What follows belongs to an exercise in optimizing a design on an open flow for small area, a short achievable clock period and few clock cycles; a production flow would make more cautious choices. The RTL was checked by simulation tests, not by an equivalence proof against the original design. No activity file was given, so power comes from the tool's default toggle rates.

## Top
module Top(
  input wire clock,
  input wire reset_n,
  input wire start,
  input wire [127:0] M1_ReadBus1,
  output wire [15:0] M1_ReadAddress1,
  input wire [35:0] M2_ReadBus1,
  input wire [19:0] M2_ReadBus2,
  output wire [15:0] M2_ReadAddress1,
  output wire [15:0] M2_ReadAddress2,
  output wire [127:0] M2_WriteBus,
  output wire [15:0] M2_WriteAddress,
  output wire M2_WriteEnable,
  input wire [127:0] M3_ReadBus1,
  output wire [15:0] M3_ReadAddress1,
  output wire [127:0] M3_WriteBus,
  output wire [15:0] M3_WriteAddress,
  output wire M3_WriteEnable,
  output wire [127:0] M4_WriteBus,
  output wire [15:0] M4_WriteAddress,
  output wire M4_WriteEnable
  );
make LEC_CHECK=0 CAP_MARGIN=20 CORE_MARGIN=2 CORE_UTILIZATION=40 SLEW_MARGIN=20 finish   # period 8.0 ns
run.sh (not shown) runs the stock make flow with config.mk's settings and CLKGATE_MAP_FILE= SYNTH_SCRIPT=/design/flow/synth_recipe.tcl, a recipe that flattens the netlist after the stock synthesis.
The first run went through all stages and came out clean.
Testbench counts at the start, summed over its fixed seeds: cycles 2,318,192.
Change:
==> flow/flow/run.sh (new file) <==
#!/bin/bash
set -euo pipefail
bash standard.sh 'BUFFER_PORTS_ARGS=-buffer_cell sky130_fd_sc_hd__buf_1' finish > make_finish.log 2>&1
==> flow/standard.sh (new file) <==
#!/bin/bash
# synth_recipe.tcl (not shown) runs the flow's synth.tcl, then flattens the netlist and writes it again
# the make line also repeats each setting of config.mk as NAME=value (left out here)
make -C /OpenROAD-flow-scripts/flow DESIGN_CONFIG=/design/flow/config.mk WORK_HOME=/design/flow/orfs CLKGATE_MAP_FILE= SYNTH_SCRIPT=/design/flow/synth_recipe.tcl "${@:-finish}"
removed: flow/run.sh
The changed run completed without violations.
Worst hold slack barely changes.
Routed wire length goes down by about 3%.
Clock skew goes down by 4.2 ps.
Synthesized cell count does not change.
Worst setup slack gets better by 51 ps.
Combinational power goes down by about 10%.
Cell count stays flat.
Via count goes up by 0.49%.
Non-clock buffer count stays the same.
Sequential share of layout area goes up by 3.8 points.


Another version of the RTL of Top (not shown whole).
Size in the first run: about 810 I/O pins.
==> flow/config.mk <==
export PLATFORM = sky130hd
export DESIGN_NAME = Top
export DESIGN_NICKNAME = Top
export VERILOG_FILES = /design/flow/design.v
export SDC_FILE = /design/flow/constraint.sdc
export NUM_CORES = 4
export LEC_CHECK = 0
export ABC_CLOCK_PERIOD_IN_PS = 3500
export CAP_MARGIN = 20
export CORE_AREA = 3 3 237 237
export DIE_AREA = 0 0 240 240
export SETUP_SLACK_MARGIN = 4.5
export SLEW_MARGIN = 20
==> flow/constraint.sdc <==
create_clock -name core_clock -period 8.0 [get_ports {clock}]
set_input_delay 1.6000 -clock core_clock [delete_from_list [all_inputs] [get_ports {clock}]]
set_output_delay 1.6000 -clock core_clock [all_outputs]
set_load 0.01 [all_outputs]
standard.sh (not shown) runs the stock make flow with config.mk's settings and CLKGATE_MAP_FILE= SYNTH_SCRIPT=/design/flow/synth_recipe.tcl, a recipe that flattens the netlist after the stock synthesis.
==> flow/flow/run.sh <==
#!/bin/bash
set -euo pipefail
bash standard.sh 'BUFFER_PORTS_ARGS=-buffer_cell sky130_fd_sc_hd__buf_1' finish > make_finish.log 2>&1
The starting point passed the timing, design-rule and antenna checks.
Testbench counts at the start, summed over its fixed seeds: cycles 2,326,192.
Next try:
ABC_CLOCK_PERIOD_IN_PS = 3000   (was 3500)
CORE_AREA = not set   (was 3 3 237 237)
CORE_MARGIN = 2   (was not set)
CORE_UTILIZATION = 40   (was not set)
DIE_AREA = not set   (was 0 0 240 240)
SETUP_SLACK_MARGIN = 5   (was 4.5)
- With this change the flow stopped in I/O pin placement, error PPL-0024
- synthesized area does not change
- synthesized cell count does not change


Another version of the RTL of Top (not shown whole).
Size: roughly 2800 cells after synthesis, ~0.019 mm² of cells after synthesis.
export LEC_CHECK = 0
export ABC_AREA = 1
export CAP_MARGIN = 20
export CORE_AREA = 3 3 237 237
export CTS_BUF_LIST = sky130_fd_sc_hd__clkbuf_4 sky130_fd_sc_hd__clkbuf_8
export DIE_AREA = 0 0 240 240
export SETUP_SLACK_MARGIN = 5
export SLEW_MARGIN = 20
create_clock -name core_clock -period 8.0 [get_ports {clock}]
Scripts as last shown in full above: flow/flow/run.sh
The baseline finished with timing, DRC and antenna clean.
Testbench counts at the start, summed over its fixed seeds: cycles 2,326,192.
Then changed:
Settings changed: PLACE_DENSITY set to 0.75.
Result: The new run passed the timing, design-rule and antenna checks; worst hold slack is better by 0.0082 ns; synthesized cell count does not change; worst setup slack loses 0.021 ns; wire length is lower by about 0.9%; design area barely changes; power goes down by 0.35%; count of clock-buffer cells in the layout grows by 3; cell count is about the same.
Then changed:
Settings changed: PLACE_DENSITY 0.75 to unset, SETUP_SLACK_MARGIN 5 to 4.8.
Result: Setup slack got worse by 0.19 ns. Fmax went down by a few percent. Combinational power went down by a few percent. Total power went down slightly. Worst hold slack got worse by 0.010 ns. Clock skew went up by 0.042 ns. Sequential share of layout area is about the same. Core utilization went down by 0.58 points. First-iteration DRC count went down by about a fifth. Cell count went down slightly. Wire length barely changes.
Then changed:
==> flow/flow/run.sh (replaced) <==
#!/bin/bash
set -euo pipefail
bash standard.sh 'BUFFER_PORTS_ARGS=-buffer_cell sky130_fd_sc_hd__buf_1' SETUP_SLACK_MARGIN=5.5 finish > make_finish.log 2>&1
Settings changed: ABC_AREA 1 to unset, ABC_CLOCK_PERIOD_IN_PS set to 3000, SETUP_SLACK_MARGIN 4.8 to 5.
=> The new run completed with no timing, DRC or antenna violations. Final area is higher by 35%. Register-to-register slack got worse by 0.13 ns. Hold slack stays flat. Wire length is higher by 16%. Clock-buffer cell count is higher by 5. Combinational power is higher by 100%. Final cell count is lower by 6.5%. Area after synthesis is higher by about 1.7%. Total power is higher by about 50%.

[separate check: timing with driven ports]
The flow's constraints put no driver on any port. The routed layouts listed below were extracted and timed again, unchanged, in two steps.
Step 1: set_driving_cell puts a clkbuf_16 on clock and a buf_2 on each other input, an assumption about the parent block.
Step 2 adds t to the input delays and takes it off the output delays; t is the mean of the earliest and latest rising clock arrival at the registers after step 1. Input paths then give back, and output paths get back, about the clock's delay inside the block.
a / b / c = no drivers / after step 1 / after step 2; a / b = the first two.
| run | t (ns) | slack for setup (ns) | worst setup path at the end | worst data-port slew with drivers (ns) | pins driven straight from the clock port |
|---|---|---|---|---|---|
| the first run of note 1 | 0.648 | 1.973 / 1.973 / 1.973 | register to register | 0.17 | 1 |
| the second run of note 1 | 0.656 | 2.024 / 2.024 / 2.024 | register to register | 0.13 | 1 |
| the first run of note 2 | 0.611 | 3.655 / 3.655 / 3.655 | register to register | 0.14 | 1 |
| the first run of note 3 | 0.695 | 5.038 / 4.988 / 4.496 | input to register | 0.15 | 1 |
| the second run of note 3 | 0.686 | 5.018 / 4.969 / 4.500 | input to register | 0.19 | 1 |
| the third run of note 3 | 0.696 | 4.827 / 4.778 / 4.530 | input to register | 0.14 | 1 |
| the fourth run of note 3 | 0.716 | 4.832 / 4.832 / 4.502 | input to register | 0.15 | 1 |
After both steps setup and hold are still met in every run listed. The setup slack of the first run of note 3, which loses most, moves by -0.050 ns with the drivers and by -0.542 ns with both steps.
